Background: an optimization exercise with open tools, aiming at small area, a short achievable clock period and few clock cycles per item. Do not read the settings as production practice. Function was checked by simulation only, so behaviour that the tests miss may differ from the original.

==> job 4517 <==
## avalon_accel
module avalon_accel(
  input  clk,
  input  reset_n,
  input         avs_write,
  input  [31:0] avs_writedata,
  output [31:0] avs_readdata,
  input  [4:0]  avs_address,
  output        avm_write,
  output        avm_read,
  input         avm_waitrequest,
  output [31:0] avm_writedata,
  input  [31:0] avm_readdata,
  output [31:0] avm_address,
  output  irq
);
make LEC_CHECK=0 CAP_MARGIN=20 CORE_MARGIN=2 CORE_UTILIZATION=40 SLEW_MARGIN=20 finish   # period 5.0 ns
run.sh (not shown) runs the stock make flow with config.mk's settings and CLKGATE_MAP_FILE= SYNTH_SCRIPT=/design/flow/synth_recipe.tcl, a recipe that flattens the netlist after the stock synthesis.
==> job 7742: changes against job 4517 <==
==> flow/design.v (replaced) <==
module present_rounds (
  input       [127:0]  s0,
  input       [127:0]  k0,
  input        [4:0]   rc,
  output logic [127:0] s2,
  output logic [127:0] k2,
  output logic [127:0] ct
);
function automatic [3:0] sbox(input [3:0] x);
  sbox[0] = (~x[0] & ~x[1] &  x[2] & ~x[3]) | (~x[0] &  x[1] &  x[3]) | (~x[0] & ~x[2] &  x[3]) |
            ( x[0] & ~x[1] &  x[2] &  x[3]) | ( x[0] &  x[1] & ~x[3]) | ( x[0] & ~x[2] & ~x[3]);
  sbox[1] = (~x[0] &  x[1] & ~x[2]) | (~x[0] &  x[1] & ~x[3]) | ( x[0] &  x[2] &  x[3]) |
            (~x[1] & ~x[2] &  x[3]) | ( x[1] & ~x[2] & ~x[3]);
  sbox[2] = (~x[0] &  x[1] & ~x[2]) | (~x[0] & ~x[2] & ~x[3]) | ( x[0] & ~x[1] & ~x[2]) |
            ( x[0] &  x[1] &  x[2] & ~x[3]) | (~x[1] &  x[2] &  x[3]);
  sbox[3] = (~x[0] & ~x[1] & ~x[3]) | (~x[0] &  x[2] & ~x[3]) | ( x[0] &  x[1] & ~x[3]) |
            ( x[0] & ~x[2] &  x[3]) | ( x[1] & ~x[2] &  x[3]);
endfunction
function automatic [63:0] round(input [63:0] s, input [63:0] rk);
  logic [63:0] a, b;
  a = s ^ rk;
  for (int i = 0; i < 16; i++)
    b[4*i +: 4] = sbox(a[4*i +: 4]);
  for (int i = 0; i < 63; i++)
    round[(16*i) % 63] = b[i];
  round[63] = b[63];
endfunction
function automatic [127:0] kstep(input [127:0] k, input [4:0] r);
  logic [127:0] t;
  t = {k[66:0], k[127:67]};
  t[127:124] = sbox(t[127:124]);
  t[123:120] = sbox(t[123:120]);
  t[66:62] = t[66:62] ^ r;
  kstep = t;
endfunction
logic [127:0] s1;
logic [127:0] k1;
always_comb begin
  k1 = kstep(k0, rc);
  k2 = kstep(k1, rc + 5'd1);
  s1[63:0]   = round(s0[63:0],   k0[127:64]);
  s1[127:64] = round(s0[127:64], k0[127:64]);
  s2[63:0]   = round(s1[63:0],   k1[127:64]);
  s2[127:64] = round(s1[127:64], k1[127:64]);
  ct = s1 ^ {k1[127:64], k1[127:64]};
end
endmodule
module avalon_accel(
  input  clk,
  input  reset_n,
  input         avs_write,
  input  [31:0] avs_writedata,
  output [31:0] avs_readdata,
  input  [4:0]  avs_address,
  output        avm_write,
  output        avm_read,
  input         avm_waitrequest,
  output [31:0] avm_writedata,
  input  [31:0] avm_readdata,
  output [31:0] avm_address,
  output  irq
);
logic [31:0] R [0:7];
always_ff @(posedge clk or negedge reset_n)
  if (!reset_n)
    for (int i = 0; i < 8; i++)
      R[i] <= '0;
  else if (avs_write)
    R[avs_address[4:2]] <= avs_writedata;
assign avs_readdata = R[avs_address[4:2]];
wire ctrl_wr = avs_write && (avs_address[4:2] == 3'd7);
localparam [1:0] M_FILL = 2'd0, M_FULL = 2'd1, M_CT = 2'd2;
logic [1:0]   bmode;     
logic [1:0]   widx;      
logic         wlast;     
logic         bsingle;   
logic         csingle;   
logic         job;       
logic         done;      
logic         run;       
logic [4:0]   rc;        
logic [29:0]  rrem;      
logic         all_read;  
logic [29:0]  rd_addr, wr_addr;
logic [127:0] buff;
logic [127:0] st;
logic [127:0] key;
wire start = ctrl_wr && avs_writedata[0] && !job && !done;
wire clear = ctrl_wr && (avs_writedata == 32'd0);
wire ack      = !avm_waitrequest;
wire filling  = (bmode == M_FILL);
wire draining = (bmode == M_CT);
wire rd_req   = job && filling && !all_read;
wire rd_done  = rd_req && ack;
wire wr_done  = draining && ack;
wire dummy    = filling && all_read && widx[1];
wire shift    = rd_done || wr_done || dummy;
wire [127:0] s2, ct, k2;
present_rounds u_rounds (.s0(st), .k0(key), .rc(rc), .s2(s2), .k2(k2), .ct(ct));
wire cfin     = run && (rc == 5'd31);
wire pt_avail = (bmode == M_FULL);
wire load_pt  = pt_avail && (!run || cfin);
wire no_more  = all_read && filling && (widx == 2'd0);
wire ct_last  = cfin && no_more;
wire ct_to_b  = (cfin && pt_avail) || ct_last;
wire advance  = run && !cfin;
wire [29:0] cur_addr  = draining ? wr_addr : rd_addr;
wire [29:0] next_addr = cur_addr + 30'd1;
wire irq_set = job && all_read && !run && wlast && wr_done;
always_ff @(posedge clk or negedge reset_n)
  if (!reset_n) begin
    bmode    <= M_FILL;
    widx     <= 2'd0;
    wlast    <= 1'b0;
    job      <= 1'b0;
    done     <= 1'b0;
    run      <= 1'b0;
    all_read <= 1'b0;
  end else begin
    if (start) job <= 1'b1;
    else if (irq_set) job <= 1'b0;
    if (clear) done <= 1'b0;
    else if (irq_set) done <= 1'b1;
    if (start) all_read <= 1'b0;
    else if (rd_done && widx[0] && rrem == 30'd1) all_read <= 1'b1;
    if (load_pt) run <= 1'b1;
    else if (ct_last) run <= 1'b0;
    if (ct_to_b) wlast <= 1'b0;
    else if (wr_done) wlast <= !wlast && (widx == 2'd2 || (bsingle && widx == 2'd0));
    if (ct_to_b) begin
      bmode <= M_CT;
      widx  <= 2'd0;
    end else if (load_pt) begin
      bmode <= M_FILL;
      widx  <= 2'd0;
    end else if (shift) begin
      widx <= widx + 2'd1;
      if (filling && widx == 2'd3) bmode <= M_FULL;
      if (draining && wlast) begin
        bmode <= M_FILL;
        widx  <= 2'd0;
      end
    end
  end
always_ff @(posedge clk) begin
  if (start) begin
    rd_addr <= R[4][31:2];
    wr_addr <= R[5][31:2];
    rrem    <= R[6][29:0];
  end else begin
    if (rd_done) rd_addr <= next_addr;
    if (wr_done) wr_addr <= next_addr;
    if (rd_done && widx[0]) rrem <= rrem - 30'd1;
  end
  if (filling && shift && widx == 2'd3) bsingle <= dummy;
  else if (ct_to_b) bsingle <= csingle;
  if (load_pt) begin
    st      <= buff;
    key     <= {R[3], R[2], R[1], R[0]};
    rc      <= 5'd1;
    csingle <= bsingle;
  end else if (advance) begin
    st  <= s2;
    key <= k2;
    rc  <= rc + 5'd2;
  end
  if (ct_to_b) buff <= ct;
  else if (shift) buff <= {avm_readdata, buff[127:32]};
end
assign irq           = done || irq_set;
assign avm_read      = rd_req;
assign avm_write     = draining;
assign avm_address   = {cur_addr, 2'b00};
assign avm_writedata = buff[31:0];
endmodule
==> flow/flow/run.sh (new file) <==
#!/bin/bash
# The standard layout, with the input and output port buffers inserted as
# buf_2 cells instead of buffer_ports' default delay buffers.
set -euo pipefail
export BUFFER_PORTS_ARGS="-buffer_cell sky130_fd_sc_hd__buf_2"
bash standard.sh > standard.log 2>&1
==> flow/standard.sh (new file) <==
#!/bin/bash
# synth_recipe.tcl (not shown) runs the flow's synth.tcl, then flattens the netlist and writes it again
# the make line also repeats each setting of config.mk as NAME=value (left out here)
make -C /OpenROAD-flow-scripts/flow DESIGN_CONFIG=/design/flow/config.mk WORK_HOME=/design/flow/orfs CLKGATE_MAP_FILE= SYNTH_SCRIPT=/design/flow/synth_recipe.tcl "${@:-finish}"
--- a/flow/config.mk
+++ b/flow/config.mk
@@ -4,8 +4,9 @@
 export VERILOG_FILES = /design/flow/design.v
 export SDC_FILE = /design/flow/constraint.sdc
 export NUM_CORES = 4
 export LEC_CHECK = 0
 export CAP_MARGIN = 20
 export CORE_MARGIN = 2
 export CORE_UTILIZATION = 40
+export SETUP_SLACK_MARGIN = 1.7
 export SLEW_MARGIN = 20
removed: flow/run.sh
==> job 4390: changes against job 4517 <==
==> flow/design.v (replaced) <==
module present_rounds (
  input        [63:0]  s0,
  input       [127:0]  k0,
  input        [2:0]   c,
  output logic [63:0]  s4,
  output logic [127:0] k4,
  output logic [63:0]  ct
);
function automatic [3:0] sbox(input [3:0] x);
  case (x)
    4'h0: sbox = 4'hC;  4'h1: sbox = 4'h5;  4'h2: sbox = 4'h6;  4'h3: sbox = 4'hB;
    4'h4: sbox = 4'h9;  4'h5: sbox = 4'h0;  4'h6: sbox = 4'hA;  4'h7: sbox = 4'hD;
    4'h8: sbox = 4'h3;  4'h9: sbox = 4'hE;  4'hA: sbox = 4'hF;  4'hB: sbox = 4'h8;
    4'hC: sbox = 4'h4;  4'hD: sbox = 4'h7;  4'hE: sbox = 4'h1;  default: sbox = 4'h2;
  endcase
endfunction
function automatic [63:0] round(input [63:0] s, input [63:0] rk);
  logic [63:0] a, b;
  a = s ^ rk;
  for (int i = 0; i < 16; i++)
    b[4*i +: 4] = sbox(a[4*i +: 4]);
  for (int i = 0; i < 63; i++)
    round[(16*i) % 63] = b[i];
  round[63] = b[63];
endfunction
function automatic [127:0] kstep(input [127:0] k, input [4:0] rc);
  logic [127:0] r;
  r = {k[66:0], k[127:67]};
  r[127:124] = sbox(r[127:124]);
  r[123:120] = sbox(r[123:120]);
  r[66:62] = r[66:62] ^ rc;
  kstep = r;
endfunction
logic [63:0]  s1, s2, s3;
logic [127:0] k1, k2, k3;
logic [2:0]   c1;
always_comb begin
  c1 = c + 3'd1;
  s1 = round(s0, k0[127:64]);
  k1 = kstep(k0, {c, 2'd1});
  s2 = round(s1, k1[127:64]);
  k2 = kstep(k1, {c, 2'd2});
  s3 = round(s2, k2[127:64]);
  k3 = kstep(k2, {c, 2'd3});
  s4 = round(s3, k3[127:64]);
  k4 = kstep(k3, {c1, 2'd0});
  ct = s3 ^ k3[127:64];
end
endmodule
module avalon_accel(
  input  clk,
  input  reset_n,
  input         avs_write,
  input  [31:0] avs_writedata,
  output [31:0] avs_readdata,
  input  [4:0]  avs_address,
  output        avm_write,
  output        avm_read,
  input         avm_waitrequest,
  output [31:0] avm_writedata,
  input  [31:0] avm_readdata,
  output [31:0] avm_address,
  output  irq
);
logic [31:0] R [0:7];
always_ff @(posedge clk or negedge reset_n)
  if (!reset_n)
    for (int i = 0; i < 8; i++)
      R[i] <= '0;
  else if (avs_write)
    R[avs_address[4:2]] <= avs_writedata;
assign avs_readdata = R[avs_address[4:2]];
wire ctrl_wr = avs_write && (avs_address[4:2] == 3'd7);
localparam [2:0] B_EMPTY = 3'd0, B_PTLO = 3'd1, B_PTFULL = 3'd2, B_CT = 3'd3, B_CTHI = 3'd4;
logic [2:0]  bst;       
logic        job;       
logic        done;      
logic        run;       
logic [2:0]  c;         
logic [31:0] rrem;      
logic [29:0] rd_addr, wr_addr;
logic [63:0] buff;
logic [63:0] st;
logic [127:0] key;
wire start = ctrl_wr && avs_writedata[0] && !job && !done;
wire clear = ctrl_wr && (avs_writedata == 32'd0);
wire ack     = !avm_waitrequest;
wire rrem_nz = |rrem;
wire rd_lo   = job && (bst == B_EMPTY) && rrem_nz;
wire rd_hi   = (bst == B_PTLO);
wire wr_lo   = (bst == B_CT);
wire wr_hi   = (bst == B_CTHI);
wire rd_req  = rd_lo || rd_hi;
wire wr_req  = wr_lo || wr_hi;
wire rd_done_lo = rd_lo && ack;
wire rd_done_hi = rd_hi && ack;
wire wr_done_hi = wr_hi && ack;
wire [63:0]  s4, ct;
wire [127:0] k4;
present_rounds u_rounds (.s0(st), .k0(key), .c(c), .s4(s4), .k4(k4), .ct(ct));
wire cfin     = run && (c == 3'd7);
wire pt_avail = (bst == B_PTFULL) || rd_done_hi;
wire [63:0] pt = {(bst == B_PTFULL) ? buff[63:32] : avm_readdata, buff[31:0]};
wire load_pt  = pt_avail && (!run || cfin);
wire no_more  = !rrem_nz && (bst != B_PTFULL);
wire ct_last  = cfin && no_more && (bst == B_EMPTY);
wire ct_to_b  = (cfin && pt_avail) || ct_last;
wire advance  = run && !cfin;
wire irq_set = job && wr_done_hi && !rrem_nz && !run;
always_ff @(posedge clk or negedge reset_n)
  if (!reset_n) begin
    bst  <= B_EMPTY;
    job  <= 1'b0;
    done <= 1'b0;
    run  <= 1'b0;
  end else begin
    if (start) job <= 1'b1;
    else if (irq_set) job <= 1'b0;
    if (clear) done <= 1'b0;
    else if (irq_set) done <= 1'b1;
    if (load_pt) run <= 1'b1;
    else if (ct_last) run <= 1'b0;
    case (bst)
      B_EMPTY:  if (ct_last) bst <= B_CT;
                else if (rd_done_lo) bst <= B_PTLO;
      B_PTLO:   if (rd_done_hi) bst <= load_pt ? (cfin ? B_CT : B_EMPTY) : B_PTFULL;
      B_PTFULL: if (load_pt) bst <= cfin ? B_CT : B_EMPTY;
      B_CT:     if (ack) bst <= B_CTHI;
      B_CTHI:   if (ack) bst <= B_EMPTY;
      default:  bst <= B_EMPTY;
    endcase
  end
always_ff @(posedge clk) begin
  if (start) begin
    rd_addr <= R[4][31:2];
    wr_addr <= R[5][31:2];
    rrem    <= R[6];
  end else begin
    if (rd_req && ack) rd_addr <= rd_addr + 30'd1;
    if (wr_req && ack) wr_addr <= wr_addr + 30'd1;
    if (rd_done_hi) rrem <= rrem - 32'd1;
  end
  if (load_pt) begin
    st  <= pt;
    key <= {R[3], R[2], R[1], R[0]};
    c   <= 3'd0;
  end else if (advance) begin
    st  <= s4;
    key <= k4;
    c   <= c + 3'd1;
  end
  if (ct_to_b) buff <= ct;
  else begin
    if (rd_done_lo) buff[31:0] <= avm_readdata;
    if (rd_done_hi) buff[63:32] <= avm_readdata;
  end
end
assign irq           = done || irq_set;
assign avm_read      = rd_req;
assign avm_write     = wr_req;
assign avm_address   = {wr_req ? wr_addr : rd_addr, 2'b00};
assign avm_writedata = wr_hi ? buff[63:32] : buff[31:0];
endmodule
==> flow_summary.rst <==
.. list-table::
   :header-rows: 1

   * - Metric
     - Value
   * - Count of unique library cells instantiated by Yosys
     - 98
   * - Fraction of area in multi-input gates
     - 0.455
   * - Post-Syn Instances
     - between 3,000 and 4,000
   * - Layout net count
     - about 3,900
   * - #MultiIn Comb
     - 2,860
   * - Multi-input logic area
     - 0.0196 mm^2
   * - Run status
     - timing/DRC/antenna clean
-- figures above: job 4517

==> flow_summary.rst <==
.. list-table::
   :header-rows: 1

   * - Metric
     - Value
   * - Fraction of area in multi-input gates
     - 0.449
   * - #MultiIn Comb
     - roughly 3,300
   * - Post-Syn Instances
     - 4,290
   * - Count of unique library cells instantiated by Yosys
     - 101
   * - Run status
     - timing/DRC/antenna clean
   * - Multi-input logic area
     - between 0.02 and 0.025 mm^2
-- figures above: job 7742

==> flow_summary.rst <==
.. list-table::
   :header-rows: 1

   * - Metric
     - Value
   * - Checks that blocked a clean result
     - negative setup slack
   * - Layout net count
     - 5,897
   * - Count of unique library cells instantiated by Yosys
     - 98
   * - #MultiIn Comb
     - 3,480
   * - Post-route worst setup slack
     - -0.170 ns
   * - Number of setup violations in the final report
     - 18
   * - Fraction of area in multi-input gates
     - 0.486
   * - Multi-input logic area
     - 0.0299 mm^2
   * - Run status
     - finished with violations
-- figures above: job 4390

Testbench counts of job 4517, summed over its fixed seeds: cycles 10,277, blocks 799.
Testbench counts of job 7742, summed over its fixed seeds: cycles 8,822, blocks 799.
Testbench counts of job 4390, summed over its fixed seeds: cycles 8,153, blocks 799.

## static timing again, ports no longer ideal
How much do the figures lean on ideal ports? The routed layouts below were timed once more, with nothing changed but the port constraints.
Step 1 (the two cells are an assumption about what drives the block):
set clk [get_ports {clk}]
set_driving_cell -lib_cell sky130_fd_sc_hd__clkbuf_16 $clk
set_driving_cell -lib_cell sky130_fd_sc_hd__buf_2 [delete_from_list [all_inputs] $clk]
Step 2 times the ports against the registers' clock, not the clock port: input delays grow and output delays shrink by t, the midpoint of the rising clock arrivals with the driver on.
Three values: ideal ports, drivers, drivers and shift; two values: the first two.
| run | t, ns | setup WS [ns] | worst setup path after step 2 | slew at the worst register clock pin (ns) | cell pins on the clock port's net |
|---|---|---|---|---|---|
| job 4517 | 0.712 | 0.250 / 0.182 / 0.508 | input to output | 0.07 / 0.07 | 1 |
| job 7742 | 0.760 | 1.591 / 1.387 / 1.297 | input to register | 0.07 / 0.07 | 1 |
| job 4390 | 0.731 | -0.170 / -0.170 / -0.170 | register to register | 0.07 / 0.07 | 1 |
For job 7742, which loses most, drivers alone change the setup slack by -0.204 ns; drivers and shift together by -0.294 ns.
